Context: an optimization exercise on an open-source flow, tuned for small area, a short achievable clock period and few clock cycles. The choices shown serve that exercise and are no tape-out recipe. Where RTL was checked, it was by simulation tests only, not by an equivalence proof against the original. Power and IR drop assume default switching activity.

cedar:
==> flow/design.v (excerpt) <==
module cpu(clk, reset, in, out, mem_addr, mem_cmd, halt);
  input clk, reset;
  input [15:0] in;
  output [15:0] out;
  output [8:0] mem_addr;
  output [1:0] mem_cmd;
  output halt;
  reg [15:0] R0, R1, R2, R3, R4, R5, R6, R7;
  reg [12:0] ir;        
  reg        ir_v;      
  reg        rn;        
  reg        hs;        
  reg        mi, md;    
  reg        r_ld, r_eq, r_ne, r_lt, r_le;   
  reg [8:0]  mar;       
  reg        hz;        
  reg        infl;      
  reg [8:0]  pcf;       
  reg        go;        
  reg        ldwb;      
  reg [2:0]  ld_rd;
  reg        halted;
  reg        fz, flt;   
  reg c_mov, c_movi, c_bl, c_bx, c_ldr, c_str, c_hlt, c_add, c_cmp, c_and, c_mvn;
  reg c_wr;             
  reg [2:0] wa_r;
  reg j_al, j_eq, j_ne, j_lt, j_le;    
  reg [7:0] asel, bsel;                
  function [15:0] rsel(input [2:0] s, input [15:0] a0, a1, a2, a3, a4, a5, a6, a7);
    case (s)
      3'd0: rsel = a0; 3'd1: rsel = a1; 3'd2: rsel = a2; 3'd3: rsel = a3;
      3'd4: rsel = a4; 3'd5: rsel = a5; 3'd6: rsel = a6; default: rsel = a7;
    endcase
  endfunction
  function [15:0] hsel(input [7:0] s, input [15:0] a0, a1, a2, a3, a4, a5, a6, a7);
    hsel = ({16{s[0]}} & a0) | ({16{s[1]}} & a1) | ({16{s[2]}} & a2) | ({16{s[3]}} & a3) |
           ({16{s[4]}} & a4) | ({16{s[5]}} & a5) | ({16{s[6]}} & a6) | ({16{s[7]}} & a7);
  endfunction
  function [7:0] dec8(input [2:0] n);
    dec8 = 8'b1 << n;
  endfunction
  wire [8:0] pce = pcf - {8'b0, infl};
  wire run  = rn;                               
  wire hzst = hs;                               
  wire [3:0] mar_hi = mar[8:5];
  ...
==> flow/config.mk <==
export PLATFORM = sky130hd
export DESIGN_NAME = cpu
export DESIGN_NICKNAME = cpu
export VERILOG_FILES = /design/flow/design.v
export SDC_FILE = /design/flow/constraint.sdc
export NUM_CORES = 4
export LEC_CHECK = 0
export CAP_MARGIN = 20
export CORE_MARGIN = 2
export CORE_UTILIZATION = 55
export CTS_BUF_LIST = sky130_fd_sc_hd__clkbuf_8
export SLEW_MARGIN = 20
==> flow/constraint.sdc <==
create_clock -name core_clock -period 10.0 [get_ports {clk}]
set_input_delay 2.0000 -clock core_clock [delete_from_list [all_inputs] [get_ports {clk}]]
set_output_delay 2.0000 -clock core_clock [all_outputs]
set_load 0.01 [all_outputs]
standard.sh (not shown) runs the stock make flow with config.mk's settings and CLKGATE_MAP_FILE= SYNTH_SCRIPT=/design/flow/synth_recipe.tcl, a recipe that flattens the netlist after the stock synthesis.
==> flow/flow/run.sh <==
#!/bin/bash
set -euo pipefail
bash standard.sh SETUP_SLACK_MARGIN=5.8 "BUFFER_PORTS_ARGS=-buffer_cell sky130_fd_sc_hd__buf_4" "CTS_ARGS=-sink_clustering_enable -repair_clock_nets -buf_list sky130_fd_sc_hd__clkbuf_8 -dont_use_dummy_load" finish > standard_flow.log 2>&1
Testbench counts of cedar, summed over its fixed seeds: cycles 34,765.
#### Input delta (birch over cedar)
==> flow/flow/run.sh <==
#!/bin/bash
set -euo pipefail
bash standard.sh SETUP_SLACK_MARGIN=5.7 "BUFFER_PORTS_ARGS=-buffer_cell sky130_fd_sc_hd__buf_4" "CTS_ARGS=-sink_clustering_enable -repair_clock_nets -buf_list sky130_fd_sc_hd__clkbuf_8 -dont_use_dummy_load" finish > standard_flow.log 2>&1
## What came out
For birch, the worst setup path startpoint was bsel[6], unlike cedar, where it was mar[5].
Any difference in routed wire length on met2 between birch and cedar is small enough to ignore.
Looking only at final period demand of the worst path, and setting everything else aside, the lower value of cedar and birch goes to cedar.
The more densely filled core belongs to cedar, not birch.
birch and cedar ended up with roughly the same sequential power.
Summary of the comparison: achievable frequency is lower in birch, relative to cedar.
| power attributed to the clock group | lower: cedar |
Total power of birch is on par with cedar.
birch and cedar ended up with roughly the same total wirelength of the detailed-routed design.

run A:
Another version of the RTL of cpu (not shown whole).
Size in the first run: about 1300 cells after synthesis, ~210 flip-flops, about 46 I/O pins.
export LEC_CHECK = 0
export CAP_MARGIN = 20
export CORE_MARGIN = 2
export CORE_UTILIZATION = 55
export CTS_BUF_LIST = sky130_fd_sc_hd__clkbuf_8
export SLEW_MARGIN = 20
create_clock -name core_clock -period 10.0 [get_ports {clk}]
==> flow/flow/run.sh <==
#!/bin/bash
set -euo pipefail
bash standard.sh SETUP_SLACK_MARGIN=5.6 "BUFFER_PORTS_ARGS=-buffer_cell sky130_fd_sc_hd__buf_4" finish > standard_flow.log 2>&1
Testbench counts of run A, summed over its fixed seeds: cycles 35,090.
Changes in run B relative to run A:
- swapping 55 for 40 in CORE_UTILIZATION
==> run notes <==
Comparing run A and run B, routed wire length is lower on run A.
STATUS worst slew slack as a fraction of its limit: run B loses against run A
Changes observed in run B relative to run A: final area moved up, switching power share of the total now sits higher.

Another version of the RTL of cpu (not shown whole).
Size: roughly 1200 cells after synthesis, roughly 220 flip-flops, about 13000 sq um of cells after synthesis.
Settings: LEC_CHECK=0, CAP_MARGIN=20, CORE_MARGIN=2, CORE_UTILIZATION=40, SLEW_MARGIN=20; clock period 10.0 ns.
==> flow/flow/run.sh <==
#!/bin/bash
set -euo pipefail
bash standard.sh SETUP_SLACK_MARGIN=5.8 "BUFFER_PORTS_ARGS=-buffer_cell sky130_fd_sc_hd__buf_4" finish > standard_flow.log 2>&1
Rerun with:
==> flow/flow/run.sh (replaced) <==
#!/bin/bash
set -euo pipefail
bash standard.sh SETUP_SLACK_MARGIN=6.0 "BUFFER_PORTS_ARGS=-buffer_cell sky130_fd_sc_hd__buf_4" finish > standard_flow.log 2>&1
The new run produced a clean layout.
Hold slack got worse by 4.2 ps.
Total power rises by 4.6%.
Sequential share of layout area falls by 1.8 points.
Non-clock buffer count rises by 47.
Wire length rises by 1.6%.
Maximum frequency rises by 1.3%.
Rerun with:
==> flow/flow/run.sh (replaced) <==
#!/bin/bash
set -euo pipefail
bash standard.sh SETUP_SLACK_MARGIN=5.6 finish > standard_flow.log 2>&1
The new run passed the timing, DRC and antenna checks.
Clock skew goes down by 8.6 ps.
Via count drops by 1.4%.
Total power decreases by 5.4%.
Routed wire length drops by 0.80%.
Synthesized area stays the same.
Register-to-register slack is worse by 290 ps.
Combinational power drops by 13%.
Hold slack improves by 4.0 ps.
Clock-buffer cell count increases by 13.
Clock power shrinks by 5.7%.
Rerun with:
==> flow/flow/run.sh (replaced) <==
#!/bin/bash
set -euo pipefail
bash standard.sh SETUP_SLACK_MARGIN=5.6 "BUFFER_PORTS_ARGS=-buffer_cell sky130_fd_sc_hd__buf_4" finish > standard_flow.log 2>&1
What happened: The changed run passed the timing, DRC and antenna checks. Synthesized cell count is unchanged. Global-route usage decreases by 0.56 points. Wire length fell by a few percent. Area after synthesis does not change. Fmax came out higher by a few percent. Via count fell by a few percent. Sequential power hardly moves. Combinational power shrinks by a few percent.
No run of this note included a check of the RTL's function; only the layout flow was run.

cpu again, from the RTL that the note above started with.
export LEC_CHECK = 0
export CAP_MARGIN = 20
export CORE_MARGIN = 2
export CORE_UTILIZATION = 40
export CTS_BUF_LIST = sky130_fd_sc_hd__clkbuf_4
export SLEW_MARGIN = 20
create_clock -name core_clock -period 10.0 [get_ports {clk}]
==> flow/flow/run.sh <==
#!/bin/bash
set -euo pipefail
bash standard.sh SETUP_SLACK_MARGIN=5.6 "BUFFER_PORTS_ARGS=-buffer_cell sky130_fd_sc_hd__buf_4" finish > standard_flow.log 2>&1
The baseline finished with timing, DRC and antenna clean.
Rerun with:
- CTS_BUF_LIST: sky130_fd_sc_hd__clkbuf_4 -> sky130_fd_sc_hd__clkbuf_8
After rerunning: The new run finished with timing, DRC and antenna clean; clock-buffer cell count drops by 38; final cell count fell by a few percent; synthesized area does not change; first-iteration DRC count hardly moves; synthesized cell count is unchanged; power rises slightly; final area fell slightly.
Function was not checked in any run of this note: the RTL went through the layout flow alone.

cpu, a different RTL version from the one above (not shown whole).
Size in the first run: about 1,200 cells after synthesis, about 46 I/O pins, ~13,000 um^2 of cells after synthesis.
==> flow/config.mk <==
export PLATFORM = sky130hd
export DESIGN_NAME = cpu
export DESIGN_NICKNAME = cpu
export VERILOG_FILES = /design/flow/design.v
export SDC_FILE = /design/flow/constraint.sdc
export NUM_CORES = 4
export LEC_CHECK = 0
export CAP_MARGIN = 20
export CORE_MARGIN = 2
export CORE_UTILIZATION = 55
export CTS_BUF_LIST = sky130_fd_sc_hd__clkbuf_8
export SLEW_MARGIN = 20
==> flow/constraint.sdc <==
create_clock -name core_clock -period 10.0 [get_ports {clk}]
set_input_delay 2.0000 -clock core_clock [delete_from_list [all_inputs] [get_ports {clk}]]
set_output_delay 2.0000 -clock core_clock [all_outputs]
set_load 0.01 [all_outputs]
==> flow/flow/run.sh <==
#!/bin/bash
set -euo pipefail
bash standard.sh SETUP_SLACK_MARGIN=5.6 "BUFFER_PORTS_ARGS=-buffer_cell sky130_fd_sc_hd__buf_4" "CTS_ARGS=-sink_clustering_enable -repair_clock_nets -buf_list sky130_fd_sc_hd__clkbuf_8 -dont_use_dummy_load" finish > standard_flow.log 2>&1
The starting point passed the timing, DRC and antenna checks.
Testbench counts at the start, summed over its fixed seeds: cycles 34,686.
Next try:
==> flow/flow/run.sh (replaced) <==
#!/bin/bash
set -euo pipefail
bash standard.sh SETUP_SLACK_MARGIN=5.6 "BUFFER_PORTS_ARGS=-buffer_cell sky130_fd_sc_hd__buf_4" finish > standard_flow.log 2>&1
Settings changed: CORE_UTILIZATION 55 to 48.
After rerunning:
- global-route usage falls by 5.0 points
- die area rises by about 14%
- routed wire length falls by 0.77%
- hold slack is better by 4.0 ps
- maximum frequency barely changes
- final area rises by 2.0%
Next try:
==> flow/flow/run.sh (replaced) <==
#!/bin/bash
set -euo pipefail
bash standard.sh SETUP_SLACK_MARGIN=5.7 "BUFFER_PORTS_ARGS=-buffer_cell sky130_fd_sc_hd__buf_4" "CTS_ARGS=-sink_clustering_enable -repair_clock_nets -buf_list sky130_fd_sc_hd__clkbuf_8 -dont_use_dummy_load" finish > standard_flow.log 2>&1
Settings changed: CORE_UTILIZATION 48 to 55.
Critical path depth does not change. Setup slack gains 97 ps. Maximum frequency rises by 2.3%. Global-route usage rises by 4.7 points. Design area falls by 0.65%.
Next try:
==> flow/flow/run.sh (replaced) <==
#!/bin/bash
set -euo pipefail
bash standard.sh SETUP_SLACK_MARGIN=5.8 "BUFFER_PORTS_ARGS=-buffer_cell sky130_fd_sc_hd__buf_4" finish > standard_flow.log 2>&1
What happened: The changed run ran to the end with no violations. Sequential cell count is unchanged. Final cell count climbs by about 3.6%. Final area rises by about 4.7%. Power is higher by 11%.

v6:
RTL: one of the versions met above, not the one the previous note started from.
Size: roughly 1700 cells after synthesis, roughly 210 flip-flops, ~14000 um2 of cells after synthesis.
Design cpu, start of the top module:
module cpu(clk, reset, in, out, mem_addr, mem_cmd, halt);
  input clk, reset;
  input [15:0] in;
  output [15:0] out;
  output [8:0] mem_addr;
  output [1:0] mem_cmd;
  output halt;
  reg [15:0] R0, R1, R2, R3, R4, R5, R6, R7;
  reg [12:0] ir;        
  reg        ir_v;      
  reg        rn;        
  reg        hs;        
  reg        mi, md;    
  reg        r_ld, r_eq, r_ne, r_lt, r_le;   
  reg [8:0]  mar;       
  reg        hz;        
  reg        infl;      
  reg [8:0]  pcf;       
  reg        go;        
  reg        ldwb;      
  reg [2:0]  ld_rd;
  reg        halted;
  reg        fz, flt;   
  reg c_mov, c_movi, c_bl, c_bx, c_ldr, c_str, c_hlt, c_add, c_cmp, c_and, c_mvn;
  reg c_wr;             
  reg [2:0] wa_r;
  reg j_al, j_eq, j_ne, j_lt, j_le;    
  reg [7:0] asel, bsel;                
  function [15:0] rsel(input [2:0] s, input [15:0] a0, a1, a2, a3, a4, a5, a6, a7);
    case (s)
      3'd0: rsel = a0; 3'd1: rsel = a1; 3'd2: rsel = a2; 3'd3: rsel = a3;
      3'd4: rsel = a4; 3'd5: rsel = a5; 3'd6: rsel = a6; default: rsel = a7;
    endcase
  endfunction
  function [15:0] hsel(input [7:0] s, input [15:0] a0, a1, a2, a3, a4, a5, a6, a7);
    hsel = ({16{s[0]}} & a0) | ({16{s[1]}} & a1) | ({16{s[2]}} & a2) | ({16{s[3]}} & a3) |
           ({16{s[4]}} & a4) | ({16{s[5]}} & a5) | ({16{s[6]}} & a6) | ({16{s[7]}} & a7);
  endfunction
  function [7:0] dec8(input [2:0] n);
    dec8 = 8'b1 << n;
  endfunction
  wire [8:0] pce = pcf - {8'b0, infl};
  ...
Settings: LEC_CHECK=0, ABC_AREA=1, CAP_MARGIN=20, CORE_MARGIN=2, CORE_UTILIZATION=55, CTS_BUF_LIST=sky130_fd_sc_hd__clkbuf_8, SLEW_MARGIN=20; clock period 10.0 ns.
==> flow/flow/run.sh <==
#!/bin/bash
set -euo pipefail
bash standard.sh SETUP_SLACK_MARGIN=5.6 "BUFFER_PORTS_ARGS=-buffer_cell sky130_fd_sc_hd__buf_4" finish > standard_flow.log 2>&1
v6 | status: complete | timing, DRC, antenna: pass
Testbench counts of v6, summed over its fixed seeds: cycles 35,090.
The inputs of v7 differ from those of v6 as listed below.
- swapping 55 for 70 in CORE_UTILIZATION
- clearing ABC_AREA, which used to be 1
[summary]
Of the two values seen for cell type of the slowest stage on the worst timing path, sky130_fd_sc_hd__edfxtp_1 was produced by v7 and sky130_fd_sc_hd__fa_1 by v6. A worst setup path category of input pin to flip-flop is what v6 shows, while flip-flop to output pin belongs to v7. [compare] base=v6 new=v7: net switching share of the total power shows a reduction of 0.51 points; aggregate global-route resource usage moved up; worst hold-check slack was more or less identical; final number of max-transition violations went up 10. Run comparison: v7 main combinational cell family by area after synthesis compound AO/OA/AOI/OAI gates; v6 main combinational cell family by area after synthesis simple AND/OR/NAND/NOR gates. v6 reports its top metal layer carrying routed signals as met4 while v7 reports met5. The standard cells in v7 occupy less silicon area than those in v6 do. Across v6 and v7, a clean result was obtained everywhere but in v7. The flow for v7 finished, though final verification flagged max-capacitance violations, max-slew violations.

## the previous run
Another version of the RTL of cpu (not shown whole).
Size in the first run: ~210 flip-flops, ~46 I/O pins.
export LEC_CHECK = 0
export CAP_MARGIN = 20
export CORE_MARGIN = 2
export CORE_UTILIZATION = 55
export CTS_BUF_LIST = sky130_fd_sc_hd__clkbuf_8
export SLEW_MARGIN = 20
export TNS_END_PERCENT = 0
create_clock -name core_clock -period 10.0 [get_ports {clk}]
Scripts as last shown in full above: flow/flow/run.sh
The previous run reached the final stage; the timing, DRC and antenna checks on its layout passed.
Testbench counts of the previous run, summed over its fixed seeds: cycles 34,686.
The following lists how the current run was set up differently from the previous run:
- clearing TNS_END_PERCENT, which used to be 0
[summary]
- Taking the previous run as the reference, in the current run area of all placed cells without fillers moved up; non-clock buffer count moved up.
- On register area, the previous run tracks the current run almost exactly.
- The current run against the previous run: period utilization fell 0.63 points; internal power of the cells shows an increase of about 0.8%; fraction of final layout cells with drive strength greater than 1 rose by 1.8 points.
- On clock latency on the worst-skew pair, the current run and the previous run are basically level.
- The previous run ended up with sky130_fd_sc_hd__fa_1 as its master of the slowest instance on the critical path; the current run ended up with sky130_fd_sc_hd__dfxtp_2.
- Higher clock network power share goes to the previous run over the current run.
- Data arrival time at the worst-slack endpoint: lower on the current run

Another version of the RTL of cpu (not shown whole).
For scale: about 1200 cells after synthesis, about 210 flip-flops, ~13000 um^2 of cells after synthesis.
Settings: LEC_CHECK=0, CAP_MARGIN=20, CORE_MARGIN=2, CORE_UTILIZATION=40, SLEW_MARGIN=20; clock period 10.0 ns.
==> flow/flow/run.sh <==
#!/bin/bash
set -euo pipefail
bash standard.sh SETUP_SLACK_MARGIN=6.0 finish > standard_flow.log 2>&1
Testbench counts at the start, summed over its fixed seeds: cycles 35,090.
Rerun with:
==> flow/flow/run.sh (replaced) <==
#!/bin/bash
set -euo pipefail
bash standard.sh SETUP_SLACK_MARGIN=5.6 finish > standard_flow.log 2>&1
Outcome: Total power is lower by 6.7%. Routed wire length is lower by 5.2%. Critical path depth is higher by 1. Area after synthesis stays the same.
Rerun with:
==> flow/flow/run.sh (replaced) <==
#!/bin/bash
set -euo pipefail
bash standard.sh SETUP_SLACK_MARGIN=5.6 "BUFFER_PORTS_ARGS=-buffer_cell sky130_fd_sc_hd__buf_4" finish > standard_flow.log 2>&1
Area after synthesis stays the same.
Total power goes down slightly.
Core utilization went down by 0.94 points.
Register-to-register slack loses 70 ps.

## afterwards: timing with drivers on the ports
The flow's constraints put no driver on any port. The routed layouts listed below were extracted and timed again, unchanged, in two steps.
Step 1 sets driving cells, clkbuf_16 on the clock port and buf_2 on the other inputs (assumed; they add their load-dependent delay and slew).
Step 2 adds t to the input delays and takes it off the output delays; t is the mean of the earliest and latest rising clock arrival at the registers after step 1. Input paths then give back, and output paths get back, about the clock's delay inside the block.
Slacks: ideal / step 1 / step 2; pairs: ideal / step 1.
run	shift t [ns]	setup slack, ns	worst data-port slew with drivers (ns)
cedar	0.560	5.789 / 5.745 / 5.356	0.05
birch	0.550	5.765 / 5.762 / 5.283	0.05
run A	0.585	5.679 / 5.631 / 5.186	0.03
run B	0.603	5.670 / 5.660 / 5.207	0.05
the first run of note 3	0.577	5.796 / 5.743 / 5.357	0.06
the second run of note 3	0.586	5.848 / 5.794 / 5.387	0.18
the third run of note 3	0.579	5.498 / 5.450 / 5.120	0.04
the fourth run of note 3	0.575	5.663 / 5.611 / 5.244	0.04
the first run of note 4	0.745	5.654 / 5.606 / 4.995	0.04
the second run of note 4	0.600	5.655 / 5.607 / 5.166	0.04
the first run of note 5	0.564	5.686 / 5.686 / 5.252	0.06
the second run of note 5	0.583	5.676 / 5.632 / 5.222	0.06
the third run of note 5	0.555	5.773 / 5.731 / 5.271	0.06
the fourth run of note 5	0.587	5.656 / 5.656 / 5.415	0.08
v6	0.579	5.642 / 5.637 / 5.058	0.07
v7	0.564	5.647 / 5.607 / 5.215	0.04
the previous run	0.590	5.559 / 5.512 / 5.225	0.03
the current run	0.591	5.621 / 5.574 / 5.217	0.03
the first run of note 8	0.601	5.686 / 5.635 / 5.094	0.05
the second run of note 8	0.595	5.543 / 5.491 / 5.017	0.04
the third run of note 8	0.589	5.551 / 5.462 / 4.873	0.17
The setup slack of the third run of note 8, which loses most, moves by -0.089 ns with the drivers and by -0.678 ns with both steps.
